What follows belongs to an exercise in optimizing a design on an open flow for small area and a short achievable clock period; a production flow would make more cautious choices.
In this exercise RTL edits were held to simulation tests only and were not proved equivalent to the original.

== run 1 ==
==> flow/design.v (excerpt) <==
module softermax (
    input clk,
    input  [79:0] unnormed_in,
    output [319:0] final_softmax
);
export LEC_CHECK = 0
export ABC_AREA = 1
export CAP_MARGIN = 20
export CORE_MARGIN = 2
export CORE_UTILIZATION = 40
export SLEW_MARGIN = 20
create_clock -name core_clock -period 17.5 [get_ports {clk}]
standard.sh (not shown) runs the stock make flow with config.mk's settings and CLKGATE_MAP_FILE= SYNTH_SCRIPT=/design/flow/synth_recipe.tcl, a recipe that flattens the netlist after the stock synthesis.
==> flow/flow/run.sh <==
#!/bin/bash
# The standard layout (the standard.sh: the standard synthesis, then ORFS from
# floorplan to finish) with these changes to how it is made:
#  - after the standard synthesis, fapol.py sets the polarity of each full adder
#    (a full adder is self-dual) so that fewer inverters sit between adders; it
#    touches only inverters and adder input wiring, never a register or port;
#  - every port is still buffered, but with a plain buffer cell rather than the
#    delay cell buffer_ports picks on its own;
#  - ORFS's timing repair is asked to keep a setup margin, so that it sizes and
#    buffers the worst paths (the SDC and clock period stay the design's).
# Each tool's output goes to a log of its own here (synth.log, fapol.log,
# layout.log) and to ORFS's logs under orfs/logs.
set -euo pipefail
RES=orfs/results/${FLOW_PLATFORM:-sky130hd}/softermax/base
bash standard.sh synth > synth.log 2>&1
if python3 flow/fapol.py "$RES/1_2_yosys.v" "$RES/1_2_yosys.fapol.v" > fapol.log 2>&1; then
  cp "$RES/1_2_yosys.v" "$RES/1_2_yosys.standard.v"
  mv "$RES/1_2_yosys.fapol.v" "$RES/1_2_yosys.v"
  rm -f "$RES/1_synth.odb" "$RES/1_synth.sdc"
fi
bash standard.sh SETUP_SLACK_MARGIN=11 TNS_END_PERCENT=0 \
  "BUFFER_PORTS_ARGS=-buffer_cell sky130_fd_sc_hd__buf_1" finish > layout.log 2>&1
==> flow/flow/fapol.py <==
#!/usr/bin/env python3
"""Re-balance the polarity of full adders in a flat gate netlist.

A full adder is self-dual: FA(~a, ~b, ~c) = (~sum, ~cout). Yosys' adder
extraction leaves an inverter between many adders. This script removes every
inverter, picks for each full adder whether it works on true or complemented
signals (greedy local search that lowers the number of signals needed in both
polarities), and puts back one inverter for each signal that some pin needs
complemented. Registers, ports and all other cells are kept as they are.

usage: fapol.py IN.v OUT.v  (used by run.sh on the standard synthesis netlist)
"""
import re, sys, random

src = open(sys.argv[1]).read()
cell_re = re.compile(r'^  (sky130_fd_sc_hd__\w+) (\S+)\s+\((.*?)\n  \);\n', re.S | re.M)
pin_re = re.compile(r'\.(\w+)\(([^()]*)\)')
OUTPINS = {'X', 'Y', 'Q', 'Q_N', 'SUM', 'COUT', 'HI', 'LO'}

cells = []
for m in cell_re.finditer(src):
    typ, name, body = m.group(1), m.group(2), m.group(3)
    pins = [(p, n.strip()) for p, n in pin_re.findall(body)]
    cells.append([typ, name, pins, m.start(), m.end()])

def is_inv(typ):
    return re.fullmatch(r'sky130_fd_sc_hd__(inv|clkinv)_\d+', typ) is not None
def is_fa(typ):
    return typ == 'sky130_fd_sc_hd__fa_1' or re.fullmatch(r'sky130_fd_sc_hd__fa_\d+', typ)

hdr = src[:src.index(');') + 2]
portnames = set(re.findall(r'\b(\w+)\b', hdr.split('(', 1)[1]))
def is_port_net(n):
    base = n.split('[')[0].strip().lstrip('\\')
    return base in portnames

driver = {}
loads = {}
for ci, (typ, name, pins, s, e) in enumerate(cells):
    for p, n in pins:
        if p in OUTPINS:
            driver[n] = (ci, p)
        else:
            loads.setdefault(n, []).append((ci, p))

inv_cells = set()
for ci, c in enumerate(cells):
    if is_inv(c[0]):
        outn = dict(c[2])['Y']
        if is_port_net(outn):
            continue  # keep inverters that drive ports
        inv_cells.add(ci)

# root and parity of each net seen through removable inverters
memo = {}
def root(n):
    if n in memo:
        return memo[n]
    seen = 0
    r, par = n, 0
    while r in driver and driver[r][0] in inv_cells:
        ci = driver[r][0]
        r = dict(cells[ci][2])['A']
        par ^= 1
        seen += 1
        if seen > 1000:
            raise SystemExit('inverter loop')
    memo[n] = (r, par)
    return memo[n]

fa_cells = [ci for ci, c in enumerate(cells) if is_fa(c[0])]
fa_set = set(fa_cells)
mode = {ci: 0 for ci in fa_cells}

# consumers of each root: list of (ci, pin, parity)
cons = {}
for ci, c in enumerate(cells):
    if ci in inv_cells:
        continue
    for p, n in c[2]:
        if p in OUTPINS:
            continue
        r, par = root(n)
        cons.setdefault(r, []).append((ci, p, par))
# ports that read a net (outputs): nets that are ports and are read through inverters
# are handled by keeping such inverters (above); a port net read directly is a root.

def drv_q(r):
    d = driver.get(r)
    if d and d[0] in fa_set:
        return mode[d[0]]
    return 0

def root_cost(r):
    q = drv_q(r)
    for ci, p, par in cons.get(r, ()):
        m = mode[ci] if ci in fa_set else 0
        if par ^ m ^ q:
            return 1
    return 0

# roots touched by each FA (its inputs' roots and its outputs)
touch = {}
for ci in fa_cells:
    rs = set()
    for p, n in cells[ci][2]:
        if p in OUTPINS:
            rs.add(n)
        else:
            rs.add(root(n)[0])
    touch[ci] = rs

before = sum(root_cost(r) for r in cons)
random.seed(1)
for it in range(20):
    changed = 0
    order = fa_cells[:]
    random.shuffle(order)
    for ci in order:
        rs = touch[ci]
        c0 = sum(root_cost(r) for r in rs)
        mode[ci] ^= 1
        c1 = sum(root_cost(r) for r in rs)
        if c1 < c0:
            changed += 1
        else:
            mode[ci] ^= 1
    if not changed:
        break
after = sum(root_cost(r) for r in cons)
sys.stderr.write(f'inverters kept for ports: {sum(1 for ci, c in enumerate(cells) if is_inv(c[0])) - len(inv_cells)}; removable {len(inv_cells)}; '
                 f'signals needing an inverter: before {before}, after {after}; adders flipped {sum(mode.values())}\n')

# rewrite
def esc(n):
    return n + ' ' if n.startswith('\\') else n
newnets = []
newcells = []
neg = {}
def negnet(r):
    if r not in neg:
        base = r.lstrip('\\').replace('[', '_').replace(']', '_').replace('.', '_').replace(' ', '')
        nn = f'_fapol_n{len(neg)}_'
        neg[r] = nn
        newnets.append(nn)
        newcells.append(f'  sky130_fd_sc_hd__inv_1 _fapol_i{len(neg)}_ (\n    .A({esc(r)}),\n    .Y({nn})\n  );\n')
    return neg[r]

out = []
pos = 0
for ci, (typ, name, pins, s, e) in enumerate(cells):
    out.append(src[pos:s])
    pos = e
    if ci in inv_cells:
        continue
    newpins = []
    for p, n in pins:
        if p in OUTPINS:
            newpins.append((p, n))
        else:
            r, par = root(n)
            m = mode[ci] if ci in fa_set else 0
            need = par ^ m ^ drv_q(r)
            newpins.append((p, negnet(r) if need else r))
    body = ',\n'.join(f'    .{p}({esc(n)})' for p, n in newpins)
    out.append(f'  {typ} {esc(name)} (\n{body}\n  );\n')
out.append(src[pos:])
res = ''.join(out)
# declare new nets and add new cells before endmodule
decl = ''.join(f'  wire {n};\n' for n in newnets)
i = res.index(';', res.index('module')) + 1
res = res[:i] + '\n' + decl + res[i + 1:]
j = res.rindex('endmodule')
res = res[:j] + ''.join(newcells) + res[j:]
open(sys.argv[2], 'w').write(res)
Looking at the reports, run 1 completed the entire flow and the layout it produced met the timing, DRC and antenna checks.
What run 2 does differently from run 1 at the input level:
-- flow/config.mk --
<<< run 1, line 12
>>> run 2, line 12
export CTS_BUF_LIST = sky130_fd_sc_hd__clkbuf_8
Results
- Relative to run 1, the highest fanout seen on the critical path of run 2 is higher by 19.
- Run 1 -> run 2: wire length flat
- The post-layout net count of run 1 and that of run 2 are within noise of each other.
- [run 2 vs run 1] latest clock arrival within the worst-skew pair: higher in run 2
- The final reports for run 2 and run 1 show met2 wire length lower in the former.
- Taking run 1 over run 2, the clock tree buffer count of the final layout ratio works out to 0.69.
> inputs changed (run 2 -> run 3)
-- flow/flow/fapol.py --
<<< run 2, line 7
signals (greedy local search that lowers the number of signals needed in both
>>> run 3, line 7
signals (greedy local search, then a short annealing that lowers the number of signals needed in both
<<< run 2, line 130
>>> run 3, line 130
# a little annealing after the greedy passes; keep the best modes seen
import math
cur = sum(root_cost(r) for r in cons)
best, best_mode = cur, dict(mode)
steps = 300000
for step in range(steps):
    ci = random.choice(fa_cells)
    rs = touch[ci]
    c0 = sum(root_cost(r) for r in rs)
    mode[ci] ^= 1
    dlt = sum(root_cost(r) for r in rs) - c0
    temp = max(0.05, 1.0 - step / steps)
    if dlt <= 0 or random.random() < math.exp(-dlt / temp):
        cur += dlt
        if cur < best:
            best, best_mode = cur, dict(mode)
    else:
        mode[ci] ^= 1
mode = best_mode
-- flow/config.mk --
<<< run 2, line 9
export CAP_MARGIN = 20
>>> run 3, line 9
export CAP_MARGIN = 10
<<< run 2, line 13
export SLEW_MARGIN = 20
>>> run 3, line 13
export CTS_CLUSTER_DIAMETER = 60
export CTS_CLUSTER_SIZE = 12
export SLEW_MARGIN = 10
## What came out
- Final setup skew improves in run 3 relative to run 2.
- From run 2 to run 3 the numbers moved as follows: final critical-path required period higher; worst reg-to-reg path cell count higher; final clock period utilization by the worst path higher; critical path depth higher; routed length on met3 lower.
- Compared with run 2, run 3 shows a worst-margin pin slew that is 0.20 ns higher.
The following lists how run 4 was set up differently from run 3:
-- flow/config.mk --
<<< run 3, line 13
export CTS_CLUSTER_DIAMETER = 60
export CTS_CLUSTER_SIZE = 12
>>> run 4, line 13
==> run summary <==
- The area of all placed cells without fillers number comes out higher for run 3 vs run 4.
- Overall die area: run 4 vs run 3 identical
- Relative to run 3, detailed router's first-iteration violation count has gone up in run 4.
- Comparing run 4 against run 3, there is no change at all in cell count after placement.
- Looking at post-route minimum period across both flows, run 4 is the weaker of the two, with run 3 ahead.
- Summary of run 4 over run 3: final cell count without fillers level; slack of the worst reg-to-reg path moved down.
- Quantity of I/O buffers inserted on ports: run 4 vs run 3 identical

what the ideal ports hide:
In the flow no input, the clock included, has a driving cell. The finished layouts below were timed again as built, in two steps.
Step 1, drivers: a clkbuf_16 drives clk and a buf_2 each remaining input, both assumed.
Step 2 times the ports against the registers' clock, not the clock port: input delays grow and output delays shrink by t, the midpoint of the rising clock arrivals with the driver on.
Three values: no drivers, after step 1, after step 2; two values: the first two.
| run | t (ns) | setup slack, ns | worst setup path after step 2 | latest minus earliest clock arrival (ns) |
|---|---|---|---|---|
| run 1 | 0.873 | 10.506 / 10.579 / 9.706 | input to register | 0.088 / 0.088 |
| run 2 | 1.042 | 10.606 / 10.606 / 9.648 | input to register | 0.114 / 0.114 |
| run 3 | 1.009 | 10.536 / 10.536 / 9.614 | input to register | 0.054 / 0.054 |
| run 4 | 1.006 | 10.407 / 10.407 / 9.513 | input to register | 0.097 / 0.096 |
After both steps every run listed still meets setup and hold. The setup slack of run 2, which loses most, moves by 0.000 ns with the drivers and by -0.958 ns with both steps.
